From an optimization exercise on the open Yosys and OpenROAD flow, aimed at small area; shortcuts taken in it are not production practice. RTL that was checked went through simulation tests only; none was proved equivalent to the original. Function not checked in run 2: the RTL went through the layout flow alone. Power and IR drop assume default switching activity.

==> flow/design.v (outline; a module is shown in full before it is edited, if it fits) <==
// module lgn_l0: 166 lines
// module lgn_net: 804 lines
// module logicGateNet: 106 lines
module logicGateNet(
    input clk,
    input rst,
    input rx,
    output tx
);
  // ...
==> flow/flow/run.sh <==
#!/bin/bash
# Layout flow: the standard synthesis, then the combinational logic is
# re-mapped for area with ABC (flip-flops untouched), then the standard
# layout with a smaller clock tree (no dummy loads, fewer leaf buffers).
set -euo pipefail
W=$(pwd)
R=$W/orfs/results/$FLOW_PLATFORM/logicGateNet/base
LIB=$FLOW_HOME/platforms/$FLOW_PLATFORM/lib/sky130_fd_sc_hd__tt_025C_1v80.lib

bash standard.sh synth > $W/log_1_standard_synth.log 2>&1

# re-map combinational logic of the standard netlist
cp $R/1_2_yosys.v $W/std_1_2_yosys.v
DU=$(sed -n '/DONT_USE_CELLS/,/^$/p' $FLOW_HOME/platforms/$FLOW_PLATFORM/config.mk \
     | grep -o 'sky130_fd_sc_hd__[a-z0-9_]*' | sed 's/^/-dont_use /' | tr '\n' ' ')
sed -e "s#@LIB@#$LIB#g" -e "s#@DU@#$DU#g" -e "s#@IN@#$W/std_1_2_yosys.v#g" \
    -e "s#@OUT@#$W/remap_1_2_yosys.v#g" -e "s#@ABC@#$W/flow/area.abc#g" \
    -e "s#@TOP@#$FLOW_TOP#g" $W/flow/remap.ys > $W/remap.ys
yosys -l $W/log_2_remap.log $W/remap.ys > /dev/null 2>&1
cp $W/remap_1_2_yosys.v $R/1_2_yosys.v
rm -f $R/1_synth.odb $R/1_synth.sdc

export CTS_ARGS="-sink_clustering_enable -repair_clock_nets -dont_use_dummy_load -sink_clustering_size 40 -sink_clustering_max_diameter 80 -buf_list sky130_fd_sc_hd__clkbuf_8 -root_buf sky130_fd_sc_hd__clkbuf_8"
bash standard.sh > $W/log_3_standard_layout.log 2>&1
==> flow/flow/area.abc <==
strash
&get -n
&deepsyn -T 120
&put
dch -f
amap
topo
==> flow/flow/remap.ys <==
read_liberty -ignore_miss_func @LIB@
blackbox sky130_fd_sc_hd__*df* sky130_fd_sc_hd__*dl* sky130_fd_sc_hd__conb_1
read_verilog @IN@
hierarchy -top @TOP@
tee -o remap_stat_in.txt stat -liberty @LIB@
flatten
opt_clean -purge
abc -script @ABC@ -liberty @LIB@ @DU@
opt_clean -purge
hilomap -singleton -hicell sky130_fd_sc_hd__conb_1 HI -locell sky130_fd_sc_hd__conb_1 LO
insbuf -buf sky130_fd_sc_hd__buf_4 A X
splitnets
opt_clean -purge
hierarchy -top @TOP@
tee -o remap_stat_out.txt stat -liberty @LIB@
write_verilog -noattr -nohex -nodec @OUT@
==> flow/standard.sh <==
#!/bin/bash
# synth_recipe.tcl (not shown) runs the flow's synth.tcl, then flattens the netlist and writes it again
# the make line also repeats each setting of config.mk as NAME=value (left out here)
make -C /OpenROAD-flow-scripts/flow DESIGN_CONFIG=/design/flow/config.mk WORK_HOME=/design/flow/orfs CLKGATE_MAP_FILE= SYNTH_SCRIPT=/design/flow/synth_recipe.tcl "${@:-finish}"
==> flow/config.mk <==
export PLATFORM = sky130hd
export DESIGN_NAME = logicGateNet
export DESIGN_NICKNAME = logicGateNet
export VERILOG_FILES = /design/flow/design.v
export SDC_FILE = /design/flow/constraint.sdc
export NUM_CORES = 4
export LEC_CHECK = 0
export CAP_MARGIN = 20
export CORE_MARGIN = 2
export CORE_UTILIZATION = 40
export SLEW_MARGIN = 20
==> flow/constraint.sdc <==
create_clock -name core_clock -period 20.0 [get_ports {clk}]
set_input_delay 4.0000 -clock core_clock [delete_from_list [all_inputs] [get_ports {clk}]]
set_output_delay 4.0000 -clock core_clock [all_outputs]
set_load 0.01 [all_outputs]
==> results.yml, run 1 <==
outcome:
  status: "no timing/DRC/antenna violations"
timing:
  setup_tns_ps: 0
  setup_ws_ps: 11690
  period_minus_slack_ps: 8310
  maxSlewViolCount: 0
  fmax_mhz: 120.3
final_layout:
  ff_latch_area_um2: 3543
  multi_input_area_um2: 3490
  final_layout_size_suffix_gt1_frac: 0.02585
  buffers: 11
  fin_util: 0.4438
  clkbuf_count: 17
  instances_no_fill: 1196
  seq_cell_count: 177
  diodes: 0
floorplan:
  nWellTaps: 229
  pin_count: 4
  die-area_um2: 19640
place:
  pre_cts_ws_ps: 12200
  hpwl_um: 27290
route:
  drt-total-wl_um: 35080
  drt-pass1-iter-count: 6
  wl_met1_um: 15390
  via_per_inst: 6.628
worst_setup_path:
  critPathBufInv: 5
  start_kind: "flip-flop"
  critical_path.startpoint: "n[2]"
  cp_slowest_stage_delay_ps: 860
  r2r_cells: 29
  cp-endpoint: "s[4]"
logic_synthesis:
  ys_warn_count: 2
power:
  power_combinational_mw: 0.199
  swShare: 0.3444
  powerSeq_mw: 0.375
  p_leak_nw: 2.742
cts:
  clkTransAtPathRegs_ps: 100
global_route:
  gr-total-overflow: 0
  top_usage_layer: "met1"
==> module logicGateNet, before the edit <==
module logicGateNet(
    input clk,
    input rst,
    input rx,
    output tx
);
    localparam NR = 2, RL = 73;
    reg [NR*RL-1:0] ring;
    reg [6:0] ph;        
    reg [2:0] E;         
    reg [8:0] n;         
    reg [7:0] s;         
    reg [1:0] st;        
    reg txm;             
    reg txq;
    localparam S_IDLE = 2'd0, S_START = 2'd1, S_DATA = 2'd2, S_STOP = 2'd3;
    assign tx = txq;
    wire [4:0] cnt = s[4:0];
    wire [NR-1:0] rout;
    genvar g;
    generate for (g = 0; g < NR; g = g + 1) begin : ro
        assign rout[g] = ring[g*RL + RL-1];
    end endgenerate
    wire l0_adv, l0_v;
    lgn_l0 l0 (.m(n), .x(rx), .o(rout[s[0]]), .adv(l0_adv), .v(l0_v));
    wire [199:0] l3;
    lgn_net nw (.q(ring), .l3(l3));
    wire [5:0] tq = {n[6:4], n[2:0]};
    wire [3:0] cc;
    wire [2:0] pp;
    wire vv;
    assign cc[0] = (tq == 6'd0) | (tq == 6'd1) | (tq == 6'd2) | (tq == 6'd8) | (tq == 6'd14) | (tq == 6'd15) | (tq == 6'd20) | (tq == 6'd21) | (tq == 6'd22) | (tq == 6'd23) | (tq == 6'd26) | (tq == 6'd27) | (tq == 6'd28) | (tq == 6'd29) | (tq == 6'd30) | (tq == 6'd32) | (tq == 6'd33) | (tq == 6'd34) | (tq == 6'd35) | (tq == 6'd36) | (tq == 6'd40) | (tq == 6'd41) | (tq == 6'd42) | (tq == 6'd54) | (tq == 6'd55);
    assign cc[1] = (tq == 6'd8) | (tq == 6'd9) | (tq == 6'd10) | (tq == 6'd11) | (tq == 6'd12) | (tq == 6'd13) | (tq == 6'd20) | (tq == 6'd21) | (tq == 6'd22) | (tq == 6'd23) | (tq == 6'd24) | (tq == 6'd25) | (tq == 6'd32) | (tq == 6'd33) | (tq == 6'd34) | (tq == 6'd35) | (tq == 6'd36) | (tq == 6'd37) | (tq == 6'd38) | (tq == 6'd39);
    assign cc[2] = (tq == 6'd16) | (tq == 6'd17) | (tq == 6'd18) | (tq == 6'd19) | (tq == 6'd24) | (tq == 6'd25) | (tq == 6'd26) | (tq == 6'd27) | (tq == 6'd28) | (tq == 6'd29) | (tq == 6'd30) | (tq == 6'd31) | (tq == 6'd32) | (tq == 6'd33) | (tq == 6'd34) | (tq == 6'd35) | (tq == 6'd36) | (tq == 6'd37) | (tq == 6'd38) | (tq == 6'd39);
    assign cc[3] = (tq == 6'd40) | (tq == 6'd41) | (tq == 6'd42) | (tq == 6'd43) | (tq == 6'd44) | (tq == 6'd45) | (tq == 6'd46) | (tq == 6'd47) | (tq == 6'd54) | (tq == 6'd55);
    assign pp[0] = (tq == 6'd1) | (tq == 6'd4) | (tq == 6'd6) | (tq == 6'd10) | (tq == 6'd12) | (tq == 6'd15) | (tq == 6'd16) | (tq == 6'd18) | (tq == 6'd21) | (tq == 6'd23) | (tq == 6'd24) | (tq == 6'd27) | (tq == 6'd29) | (tq == 6'd33) | (tq == 6'd35) | (tq == 6'd38) | (tq == 6'd41) | (tq == 6'd44) | (tq == 6'd46) | (tq == 6'd55);
    assign pp[1] = (tq == 6'd0) | (tq == 6'd1) | (tq == 6'd5) | (tq == 6'd6) | (tq == 6'd11) | (tq == 6'd12) | (tq == 6'd17) | (tq == 6'd18) | (tq == 6'd22) | (tq == 6'd23) | (tq == 6'd24) | (tq == 6'd28) | (tq == 6'd29) | (tq == 6'd34) | (tq == 6'd35) | (tq == 6'd39) | (tq == 6'd40) | (tq == 6'd41) | (tq == 6'd45) | (tq == 6'd46);
    assign pp[2] = (tq == 6'd2) | (tq == 6'd7) | (tq == 6'd8) | (tq == 6'd13) | (tq == 6'd19) | (tq == 6'd25) | (tq == 6'd30) | (tq == 6'd36) | (tq == 6'd42) | (tq == 6'd47);
    assign vv = ~((tq[5:3] == 3'd6) & (tq[2:0] < 3'd6));   
    wire [19:0] cls = l3[20*cc +: 20];
    wire [3:0] smp = cls[4*E +: 4];
    wire ev = (ph == 7'd0);
    wire bnd = ev && (E == 3'd5);
    wire win = st[1] && !txm && (E == 3'd0);    
    wire ins = win && (ph == s[7:1]);
    integer r;
    always @(posedge clk) begin
        for (r = 0; r < NR; r = r + 1)
            ring[r*RL +: RL] <= {ring[r*RL +: RL-1],
                (ins && s[0] == r) ? l0_v : ring[r*RL + RL-1]};
    end
    always @(posedge clk) begin
        ph <= (ph == 7'd0) ? RL-1 : ph - 7'd1;
        if (ev) E <= (E == 3'd5) ? 3'd0 : E + 3'd1;
        if (ins && l0_adv) s <= s + 8'd1;
        if (win && ev) n <= n + 9'd1;
        if (txm) begin
            if (bnd) begin
                s <= 8'd0;
                if (n[3:0] == 4'd9) begin
                    n[3:0] <= 4'd0;
                    n[6:4] <= n[6:4] + 3'd1;
                    if (n[6:4] == 3'd6) begin
                        txm <= 1'b0;
                        n <= 9'd0;
                    end else
                        txq <= 1'b0;
                end else begin
                    n[3:0] <= n[3:0] + 4'd1;
                    txq <= (n[3:0] == 4'd8) | (vv & cnt[pp]);
                end
            end else if (ev) begin
                s[4:0] <= cnt + {4'd0, smp[0]} + {4'd0, smp[1]} + {4'd0, smp[2]} + {4'd0, smp[3]};
            end
        end else begin
            case (st)
                S_IDLE: begin
                    E <= 3'd3;
                    if (!rx) st <= S_START;
                end
                S_START: if (bnd) begin
                    st <= rx ? S_IDLE : S_DATA;
                    E <= 3'd1;
                end
                S_DATA: if (bnd && n[2:0] == 3'd7) st <= S_STOP;
                S_STOP: if (bnd) begin
                    st <= S_IDLE;
                    if (n == 9'd400) begin
                        txm <= 1'b1;
                        txq <= 1'b0;
                        n <= 9'd0;
                        s <= 8'd0;
                    end
                end
            endcase
        end
        if (rst) begin
            ph <= 7'd0;
            n <= 9'd0;
            s <= 8'd0;
            st <= S_IDLE;
            txm <= 1'b0;
            txq <= 1'b1;
        end
    end
endmodule
==> run 2: changes to the inputs <==
--- a/flow/design.v
+++ b/flow/design.v
@@ -977,5 +977,6 @@
     localparam NR = 2, RL = 73;
     reg [NR*RL-1:0] ring;
-    reg [6:0] ph;        
+    localparam [6:0] PH_FIRST = 7'd1, PH_LAST = 7'd109;
+    reg [6:0] ph;
     reg [2:0] E;         
     reg [8:0] n;         
@@ -1010,5 +1011,5 @@
     wire [19:0] cls = l3[20*cc +: 20];
     wire [3:0] smp = cls[4*E +: 4];
-    wire ev = (ph == 7'd0);
+    wire ev = (ph == PH_LAST);
     wire bnd = ev && (E == 3'd5);
     wire win = st[1] && !txm && (E == 3'd0);    
@@ -1021,7 +1022,10 @@
     end
     always @(posedge clk) begin
-        ph <= (ph == 7'd0) ? RL-1 : ph - 7'd1;
+        ph <= ev ? PH_FIRST : {ph[5:0], ph[6] ^ ph[5]};
         if (ev) E <= (E == 3'd5) ? 3'd0 : E + 3'd1;
-        if (ins && l0_adv) s <= s + 8'd1;
+        if (ins && l0_adv) begin
+            s[0] <= ~s[0];
+            if (s[0]) s[7:1] <= {s[1] ^ s[7], s[7:2]};    
+        end
         if (win && ev) n <= n + 9'd1;
         if (txm) begin
@@ -1034,4 +1038,5 @@
                         txm <= 1'b0;
                         n <= 9'd0;
+                        s <= {PH_LAST, 1'b0};
                     end else
                         txq <= 1'b0;
@@ -1066,7 +1071,7 @@
         end
         if (rst) begin
-            ph <= 7'd0;
+            ph <= PH_LAST;
             n <= 9'd0;
-            s <= 8'd0;
+            s <= {PH_LAST, 1'b0};
             st <= S_IDLE;
             txm <= 1'b0;
==> results.yml, run 2 <==
timing:
  finalCritPeriodShare: 0.3532
  relSlewSlack: 0.3871
  setup_violations: 0
  setup_ws_ps: 12940
  period_minus_slack_ps: 7065
  fmax_mhz: 141.5
  tightest_slew_ps: 907.5
  finalHoldViolCount: 0
  finClkSkew_ps: 44.15
  grt_setup_unrepaired: "no"
  maxSlewViolCount: 0
  setup_tns_ps: 0
logic_synthesis:
  netlist_instances: 968
  syn-cell-area_um2: 7542
  synth_area_per_cell_um2: 7.792
  ys_warn_count: 2
  syn_nets: 971
cts:
  cts_resized: 0
  htreeDepth: 4
  cts_made_buffers: 17
  postCtsSetupRepairBufs: 0
  clkSinkCount: 177
  tritoncts: "built"
  cts.root.buffer_cell: "clkbuf_8"
  cts_buffer_depth: 2
  clkTransAtPathRegs_ps: 100
  hold_buffers: 0
  insertion_delay_ps: 480
job:
  drv_cap: 0
worst_setup_path:
  cp.arrival_ps: 7420
  start_kind: "flip-flop"
  r2r_cells: 28
  endpoint_kind: "flip-flop"
  cp_slowest_stage_delay_ps: 580
  crit_top_cell: "nor2_1"
  crit_slowest_cell: "dfxtp_1"
  crit_type: "flip-flop to flip-flop"
  required_ps: 20360
  cp_max_fo: 19
power:
  powerDensity_nw_per_um2: 71.91
  power_mw: 0.5880
  ir_worst_vdd_mv: 0.04199
  swShare: 0.2446
  clkPwrFrac: 0.312
  p_leak_nw: 2.845
  p_int_mw: 0.4442
  p_seq_frac: 0.608
  power.switching_mw: 0.1438
  p_comb_frac: 0.080
hold_path:
  min_path_cells: 0
  hold_class: "flip-flop to flip-flop"
final_layout:
  largest_reg_flops: 146
  multi_input_area_um2: 3608
  instances_no_fill: 1233
  nets: 1003
  layout_common_cells: "nor2_1 (225), dfxtp_1 (177), clkinv_1 (104)"
  final_common_cell: "nor2_1"
  fill_cells: 1907
  ff_latch_area_um2: 3543
  area_growth_pct: 8.411
  final_layout_size_suffix_gt1_frac: 0.02705
  regMostFlops: "ring"
  reg.largest.list: "ring: 146 flops, n: 9 flops, s: 8 flops"
route:
  drt_drc_violations_left: 0
  drt-total-wl_um: 33220
  wire_per_inst_um: 26.94
  dr_total_vias: 8054
  via_per_inst: 6.532
  drtIter0Drc: 1295
  antenna_left: 0
  drt-pass1-iter-count: 6
global_route:
  grt_first_pass_wirelength_um: 49120
  gr-total-overflow: 0
  grt_usage: 0.3370
  antenna_found_initial: 1
  grt_max_degree: 25
  grt_pass1_vias: 7490
floorplan:
  std_cell_rows: 50
  pin_count: 4
  die-area_um2: 19970
  die_y_um: 141.3
  fp.dieW_um: 141.3
  start_util: 0.4059
  core-area_um2: 18580
outcome:
  status: "no timing/DRC/antenna violations"
place:
  port_buffers: 3
  pre_cts_ws_ps: 13260
  gp_congestion: 1.148
  placedCellCount: 1215
  hpwl_um: 25810
run 2: worst paths after layout:
kind                start  slack (ps)        to
setup / recovery     n[5]       12940      s[3]
hold / removal    ring[9]         330  ring[10]
setup reg to reg     n[5]       12940      s[3]
hold reg to reg   ring[9]         330  ring[10]
run 2: worst max-delay path: cells and delay by family, from the launching register on:
kind | cells | cell delay, ps
AOI/OAI and AO/OA | 10 | 1570
and+or+nand+nor | 13 | 2800
DFF | 1 | 580
buffers and inverters | 5 | 2020
run 2: area by class of cell:
cell class / count / area share
repair buffers: 13 / 0.01285
clock buffers: 17 / 0.02862
inverters: 104 / 0.04774
flip-flops and latches: 177 / 0.4334
well taps: 234 / 0.03581
multi-input cells: 687 / 0.4413
diodes: 1 / 0.0003060
run 2: per-layer routing:
metal | global-route usage | wire length (um)
met1 | 0.4876 | 14230
met2 | 0.4535 | 12850
met3 | 0.1036 | 4302
met4 | 0.1579 | 1822
met5 | 0 | 11
run 2: metrics by stage:
stage	hold slack [ps]	area, um^2	util
2_1_floorplan	322.4	7542	-
3_3_place_gp	326.8	7940	0.4273
3_5_place_dp	330.1	7940	0.4273
4_1_cts	333.6	8174	0.4399
5_1_grt	349.5	8174	0.4399
6_report	329.5	8177	0.4401
run 2: power by group through the flow:
stage | Combinational, mW | Sequential (mW) | Clock, mW
floorplan | 0.0292 | 0.364 | 0
global placement | 0.0462 | 0.365 | 0
detailed placement | 0.0447 | 0.365 | 0
CTS | 0.0449 | 0.357 | 0.186
global route | 0.0504 | 0.357 | 0.202
finish | 0.0473 | 0.357 | 0.183
==> run 3: changes to the inputs <==
--- a/flow/design.v
+++ b/flow/design.v
@@ -977,6 +977,5 @@
     localparam NR = 2, RL = 73;
     reg [NR*RL-1:0] ring;
-    localparam [6:0] PH_FIRST = 7'd1, PH_LAST = 7'd109;
-    reg [6:0] ph;
+    reg [6:0] ph;        
     reg [2:0] E;         
     reg [8:0] n;         
@@ -998,18 +997,18 @@
     lgn_net nw (.q(ring), .l3(l3));
     wire [5:0] tq = {n[6:4], n[2:0]};
-    wire [3:0] cc;
+    wire [3:0] cc;       
     wire [2:0] pp;
-    wire vv;
     assign cc[0] = (tq == 6'd0) | (tq == 6'd1) | (tq == 6'd2) | (tq == 6'd8) | (tq == 6'd14) | (tq == 6'd15) | (tq == 6'd20) | (tq == 6'd21) | (tq == 6'd22) | (tq == 6'd23) | (tq == 6'd26) | (tq == 6'd27) | (tq == 6'd28) | (tq == 6'd29) | (tq == 6'd30) | (tq == 6'd32) | (tq == 6'd33) | (tq == 6'd34) | (tq == 6'd35) | (tq == 6'd36) | (tq == 6'd40) | (tq == 6'd41) | (tq == 6'd42) | (tq == 6'd54) | (tq == 6'd55);
-    assign cc[1] = (tq == 6'd8) | (tq == 6'd9) | (tq == 6'd10) | (tq == 6'd11) | (tq == 6'd12) | (tq == 6'd13) | (tq == 6'd20) | (tq == 6'd21) | (tq == 6'd22) | (tq == 6'd23) | (tq == 6'd24) | (tq == 6'd25) | (tq == 6'd32) | (tq == 6'd33) | (tq == 6'd34) | (tq == 6'd35) | (tq == 6'd36) | (tq == 6'd37) | (tq == 6'd38) | (tq == 6'd39);
+    assign cc[1] = (tq == 6'd8) | (tq == 6'd9) | (tq == 6'd10) | (tq == 6'd11) | (tq == 6'd12) | (tq == 6'd13) | (tq == 6'd20) | (tq == 6'd21) | (tq == 6'd22) | (tq == 6'd23) | (tq == 6'd24) | (tq == 6'd25) | (tq == 6'd32) | (tq == 6'd33) | (tq == 6'd34) | (tq == 6'd35) | (tq == 6'd36) | (tq == 6'd37) | (tq == 6'd38) | (tq == 6'd39) | (tq == 6'd48) | (tq == 6'd49) | (tq == 6'd50) | (tq == 6'd51) | (tq == 6'd52) | (tq == 6'd53);
     assign cc[2] = (tq == 6'd16) | (tq == 6'd17) | (tq == 6'd18) | (tq == 6'd19) | (tq == 6'd24) | (tq == 6'd25) | (tq == 6'd26) | (tq == 6'd27) | (tq == 6'd28) | (tq == 6'd29) | (tq == 6'd30) | (tq == 6'd31) | (tq == 6'd32) | (tq == 6'd33) | (tq == 6'd34) | (tq == 6'd35) | (tq == 6'd36) | (tq == 6'd37) | (tq == 6'd38) | (tq == 6'd39);
-    assign cc[3] = (tq == 6'd40) | (tq == 6'd41) | (tq == 6'd42) | (tq == 6'd43) | (tq == 6'd44) | (tq == 6'd45) | (tq == 6'd46) | (tq == 6'd47) | (tq == 6'd54) | (tq == 6'd55);
+    assign cc[3] = (tq == 6'd40) | (tq == 6'd41) | (tq == 6'd42) | (tq == 6'd43) | (tq == 6'd44) | (tq == 6'd45) | (tq == 6'd46) | (tq == 6'd47) | (tq == 6'd48) | (tq == 6'd49) | (tq == 6'd50) | (tq == 6'd51) | (tq == 6'd52) | (tq == 6'd53) | (tq == 6'd54) | (tq == 6'd55);
     assign pp[0] = (tq == 6'd1) | (tq == 6'd4) | (tq == 6'd6) | (tq == 6'd10) | (tq == 6'd12) | (tq == 6'd15) | (tq == 6'd16) | (tq == 6'd18) | (tq == 6'd21) | (tq == 6'd23) | (tq == 6'd24) | (tq == 6'd27) | (tq == 6'd29) | (tq == 6'd33) | (tq == 6'd35) | (tq == 6'd38) | (tq == 6'd41) | (tq == 6'd44) | (tq == 6'd46) | (tq == 6'd55);
     assign pp[1] = (tq == 6'd0) | (tq == 6'd1) | (tq == 6'd5) | (tq == 6'd6) | (tq == 6'd11) | (tq == 6'd12) | (tq == 6'd17) | (tq == 6'd18) | (tq == 6'd22) | (tq == 6'd23) | (tq == 6'd24) | (tq == 6'd28) | (tq == 6'd29) | (tq == 6'd34) | (tq == 6'd35) | (tq == 6'd39) | (tq == 6'd40) | (tq == 6'd41) | (tq == 6'd45) | (tq == 6'd46);
     assign pp[2] = (tq == 6'd2) | (tq == 6'd7) | (tq == 6'd8) | (tq == 6'd13) | (tq == 6'd19) | (tq == 6'd25) | (tq == 6'd30) | (tq == 6'd36) | (tq == 6'd42) | (tq == 6'd47);
-    assign vv = ~((tq[5:3] == 3'd6) & (tq[2:0] < 3'd6));   
-    wire [19:0] cls = l3[20*cc +: 20];
+    wire [319:0] l3p = {120'd0, l3};
+    wire [19:0] cls = l3p[20*cc +: 20];
     wire [3:0] smp = cls[4*E +: 4];
-    wire ev = (ph == PH_LAST);
+    wire ev = (ph == 7'd0);
+    wire [8:0] n_inc = ((txm && n[3:0] == 4'd9) ? {n[8:4], 4'hf} : n) + 9'd1;
     wire bnd = ev && (E == 3'd5);
     wire win = st[1] && !txm && (E == 3'd0);    
@@ -1022,27 +1021,20 @@
     end
     always @(posedge clk) begin
-        ph <= ev ? PH_FIRST : {ph[5:0], ph[6] ^ ph[5]};
+        ph <= (ph == 7'd0) ? RL-1 : ph - 7'd1;
         if (ev) E <= (E == 3'd5) ? 3'd0 : E + 3'd1;
-        if (ins && l0_adv) begin
-            s[0] <= ~s[0];
-            if (s[0]) s[7:1] <= {s[1] ^ s[7], s[7:2]};    
-        end
-        if (win && ev) n <= n + 9'd1;
+        if (ins && l0_adv) s <= s + 8'd1;
+        if (win && ev) n <= n_inc;
         if (txm) begin
             if (bnd) begin
                 s <= 8'd0;
+                n <= n_inc;
                 if (n[3:0] == 4'd9) begin
-                    n[3:0] <= 4'd0;
-                    n[6:4] <= n[6:4] + 3'd1;
                     if (n[6:4] == 3'd6) begin
                         txm <= 1'b0;
                         n <= 9'd0;
-                        s <= {PH_LAST, 1'b0};
                     end else
                         txq <= 1'b0;
-                end else begin
-                    n[3:0] <= n[3:0] + 4'd1;
-                    txq <= (n[3:0] == 4'd8) | (vv & cnt[pp]);
-                end
+                end else
+                    txq <= (n[3:0] == 4'd8) | cnt[pp];
             end else if (ev) begin
                 s[4:0] <= cnt + {4'd0, smp[0]} + {4'd0, smp[1]} + {4'd0, smp[2]} + {4'd0, smp[3]};
@@ -1071,7 +1063,7 @@
         end
         if (rst) begin
-            ph <= PH_LAST;
+            ph <= 7'd0;
             n <= 9'd0;
-            s <= {PH_LAST, 1'b0};
+            s <= 8'd0;
             st <= S_IDLE;
             txm <= 1'b0;
==> flow/flow/run.sh (replaced) <==
#!/bin/bash
# Layout flow: the standard synthesis, then the combinational logic is
# re-mapped for area with ABC (flip-flops untouched; three seeds of ABC's
# deepsyn, the smallest result is kept), then the standard layout with a
# smaller clock tree (no dummy loads, clkbuf_8 only).
set -euo pipefail
W=$(pwd)
R=$W/orfs/results/$FLOW_PLATFORM/logicGateNet/base
LIB=$FLOW_HOME/platforms/$FLOW_PLATFORM/lib/sky130_fd_sc_hd__tt_025C_1v80.lib

bash standard.sh synth > $W/log_1_standard_synth.log 2>&1

# re-map combinational logic of the standard netlist
cp $R/1_2_yosys.v $W/std_1_2_yosys.v
DU=$(sed -n '/DONT_USE_CELLS/,/^$/p' $FLOW_HOME/platforms/$FLOW_PLATFORM/config.mk \
     | grep -o 'sky130_fd_sc_hd__[a-z0-9_]*' | sed 's/^/-dont_use /' | tr '\n' ' ')
for k in 0 1 2; do
  sed -e "s#@SEED@#$k#" $W/flow/area.abc > $W/area_$k.abc
  sed -e "s#@LIB@#$LIB#g" -e "s#@DU@#$DU#g" -e "s#@IN@#$W/std_1_2_yosys.v#g" \
      -e "s#@OUT@#$W/remap_$k.v#g" -e "s#@ABC@#$W/area_$k.abc#g" \
      -e "s#@STAT@#$W/remap_stat_$k.txt#g" -e "s#@TOP@#$FLOW_TOP#g" $W/flow/remap.ys > $W/remap_$k.ys
  yosys -l $W/log_2_remap_$k.log $W/remap_$k.ys > /dev/null 2>&1 &
done
wait
best=""; barea=""
for k in 0 1 2; do
  a=$(grep "Chip area for module" $W/remap_stat_$k.txt | awk '{print $NF}')
  if [[ -z "$best" ]] || awk "BEGIN{exit !($a < $barea)}"; then best=$k; barea=$a; fi
done
echo "remap: seed $best, area $barea" > $W/remap_choice.txt
cp $W/remap_$best.v $R/1_2_yosys.v
rm -f $R/1_synth.odb $R/1_synth.sdc

export CTS_ARGS="-sink_clustering_enable -repair_clock_nets -dont_use_dummy_load -buf_list sky130_fd_sc_hd__clkbuf_8 -root_buf sky130_fd_sc_hd__clkbuf_8"
bash standard.sh > $W/log_3_standard_layout.log 2>&1
==> flow/flow/area.abc (replaced) <==
strash
&get -n
&deepsyn -T 240 -S @SEED@
&put
dch -f
amap
topo
--- a/flow/flow/remap.ys
+++ b/flow/flow/remap.ys
@@ -3,5 +3,5 @@
 read_verilog @IN@
 hierarchy -top @TOP@
-tee -o remap_stat_in.txt stat -liberty @LIB@
+tee -o @STAT@.in stat -liberty @LIB@
 flatten
 opt_clean -purge
@@ -13,4 +13,4 @@
 opt_clean -purge
 hierarchy -top @TOP@
-tee -o remap_stat_out.txt stat -liberty @LIB@
+tee -o @STAT@ stat -liberty @LIB@
 write_verilog -noattr -nohex -nodec @OUT@
--- a/flow/config.mk
+++ b/flow/config.mk
@@ -9,3 +9,4 @@
 export CORE_MARGIN = 2
 export CORE_UTILIZATION = 40
+export GPL_TIMING_DRIVEN = 0
 export SLEW_MARGIN = 20
==> results.yml, run 3 <==
final_layout:
  area_growth_pct: 7.999
  layout_common_cells: "nor2_1 (183), dfxtp_1 (177), clkinv_1 (100)"
  reg.largest.list: "ring: 146 flops, n: 9 flops, s: 8 flops"
  final_common_cell: "nor2_1"
  diodes: 0
  fin_util: 0.4437
  nets: 947
  largest_reg_flops: 146
  regMostFlops: "ring"
  final_layout_size_suffix_gt1_frac: 0.02760
power:
  p_leak_nw: 2.730
  power_mw: 0.6910
  p_seq_frac: 0.539
  clkPwrFrac: 0.273
  powerDensity_nw_per_um2: 86.11
  p_int_mw: 0.4827
  ir_worst_vdd_mv: 0.05223
  swShare: 0.3015
  p_comb_frac: 0.188
  power.switching_mw: 0.2083
route:
  drt-pass1-iter-count: 6
  wire_per_inst_um: 28.15
  dr_total_vias: 7758
  via_per_inst: 6.625
  drt-total-wl_um: 32960
  antenna_left: 0
  drt_drc_violations_left: 0
  drtIter0Drc: 1371
worst_setup_path:
  start_kind: "flip-flop"
  endpoint_kind: "flip-flop"
  required_ps: 20370
  cp.arrival_ps: 9650
  r2r-start: "n[6]"
  cp_max_fo: 26
  critical_path.startpoint: "n[6]"
  crit_type: "flip-flop to flip-flop"
timing:
  finalHoldViolCount: 0
  maxSlewViolCount: 0
  setup_tns_ps: 0
  fmax_mhz: 107.8
  finalCritPeriodShare: 0.4637
  finClkSkew_ps: 33.65
  grt_setup_unrepaired: "no"
  period_minus_slack_ps: 9275
  tightest_slew_ps: 1100
  relSlewSlack: 0.2646
  setup_violations: 0
job:
  drv_cap: 0
cts:
  postCtsSetupRepairBufs: 0
  insertion_delay_ps: 480
  cts_resized: 0
  clkTransAtPathRegs_ps: 90
  hold_buffers: 0
  htreeDepth: 4
  tritoncts: "built"
  cts_buffer_depth: 2
  clkSinkCount: 177
  cts.root.buffer_cell: "clkbuf_8"
  cts_made_buffers: 17
global_route:
  grt_first_pass_wirelength_um: 47600
  antenna_found_initial: 1
  grt_usage: 0.3353
  grt_max_degree: 27
  grt_pass1_vias: 7027
  gr-total-overflow: 0
logic_synthesis:
  ys_warn_count: 2
  netlist_instances: 920
  syn_nets: 923
  synth_area_per_cell_um2: 8.076
  syn-cell-area_um2: 7430
hold_path:
  hold_class: "flip-flop to flip-flop"
  hp-start: "ring[20]"
floorplan:
  std_cell_rows: 49
  fp.dieW_um: 140.3
  die_y_um: 140.3
  die-area_um2: 19680
  start_util: 0.4108
  core-area_um2: 18090
  pin_count: 4
place:
  hpwl_um: 25370
  port_buffers: 3
  gp_congestion: 1.073
outcome:
  status: "no timing/DRC/antenna violations"
## run 3: worst max-delay path: stages (launching register included)
cell and delay, ps:
dfxtp_1 700, clkinv_1 520, nor2_1 400, clkinv_1 280
o22ai_2 700, clkinv_1 550, nor2_1 270, nor2_1 210
nor2_2 720, clkinv_1 1060, nor2_1 840, clkinv_1 270
nor3_1 200, o41a_1 240, a31oi_1 60, o41ai_1 680
nor2_1 160, a21o_1 200, nor2_1 130, nor2_1 70
nor2_1 130, nor4_1 80, o21ai_0 310, nor2_1 110
nand2_1 80, o21ai_0 70, nor2b_1 120
## run 3: path summary, 6_finish.rpt
check                           endpoint  slack (ps)  depth (start not counted)
worst min register to register  ring[21]         340                          0
worst max-delay path                s[4]       10730                         26
worst min-delay path            ring[21]         340                          0
worst max register to register      s[4]       10730                         26
## run 3: through the flow
stage	hold WS [ps]	instances	setup WS (ps)	instance area [um^2]
after detailed placement	333.6	1154	10910	7787
after global routing	339.6	1171	10280	8024
after CTS	338.1	1171	10850	8021
after floorplan	322.4	920	13920	7430
after global placement	330.1	1152	9739	7746
final	341.3	1171	10730	8024
## run 3: power groups by stage
stage | clock network (mW) | registers, mW | logic [mW]
6_report | 0.189 | 0.372 | 0.130
5_1_grt | 0.206 | 0.373 | 0.142
4_1_cts | 0.192 | 0.372 | 0.126
3_5_place_dp | 0 | 0.380 | 0.125
3_3_place_gp | 0 | 0.380 | 0.126
2_1_floorplan | 0 | 0.375 | 0.0918
## run 3: routing by layer
| metal | GRT usage | share of wire | vias up |
|---|---|---|---|
| li1 | - | - | 3386 |
| met5 | 0 | 0.00076 | - |
| met3 | 0.09026 | 0.12 | 135 |
| met2 | 0.4603 | 0.39 | 618 |
| met4 | 0.1409 | 0.053 | 2 |
| met1 | 0.4924 | 0.44 | 3617 |
## run 3: cell type report
cell class,instances,area [um^2]
fill,1833,10060
sequential,177,3543
multi-input combinational,643,3536
inverter,100,375.4
tap,229,286.5
clock buffer,17,234.0
timing repair buffer,5,48.80

-- afterwards: timing with drivers on the ports --
The results above use ideal ports. As a check the final layouts listed here were re-extracted and re-timed, cells and wires unchanged.
Step 1: set_driving_cell puts a clkbuf_16 on clk and a buf_2 on each other input, an assumption about the parent block.
Step 2, shift: input delay + t, output delay - t, t = (earliest + latest rising clock arrival at the registers) / 2. This alone moves slack from input paths to output paths.
Three values: ideal ports, drivers, drivers and shift; two values: the first two.
run	t (ns)	setup slack, ns	latest minus earliest clock arrival (ns)	worst slew at a driven data input, ns	cell pins on the clock port's net
run 1	0.510	11.690 / 11.690 / 11.690	0.045 / 0.045	0.04	1
run 2	0.500	12.935 / 12.935 / 12.935	0.044 / 0.044	0.03	1
run 3	0.506	10.725 / 10.725 / 10.725	0.044 / 0.044	0.03	1
After both steps every run listed still meets setup and hold.
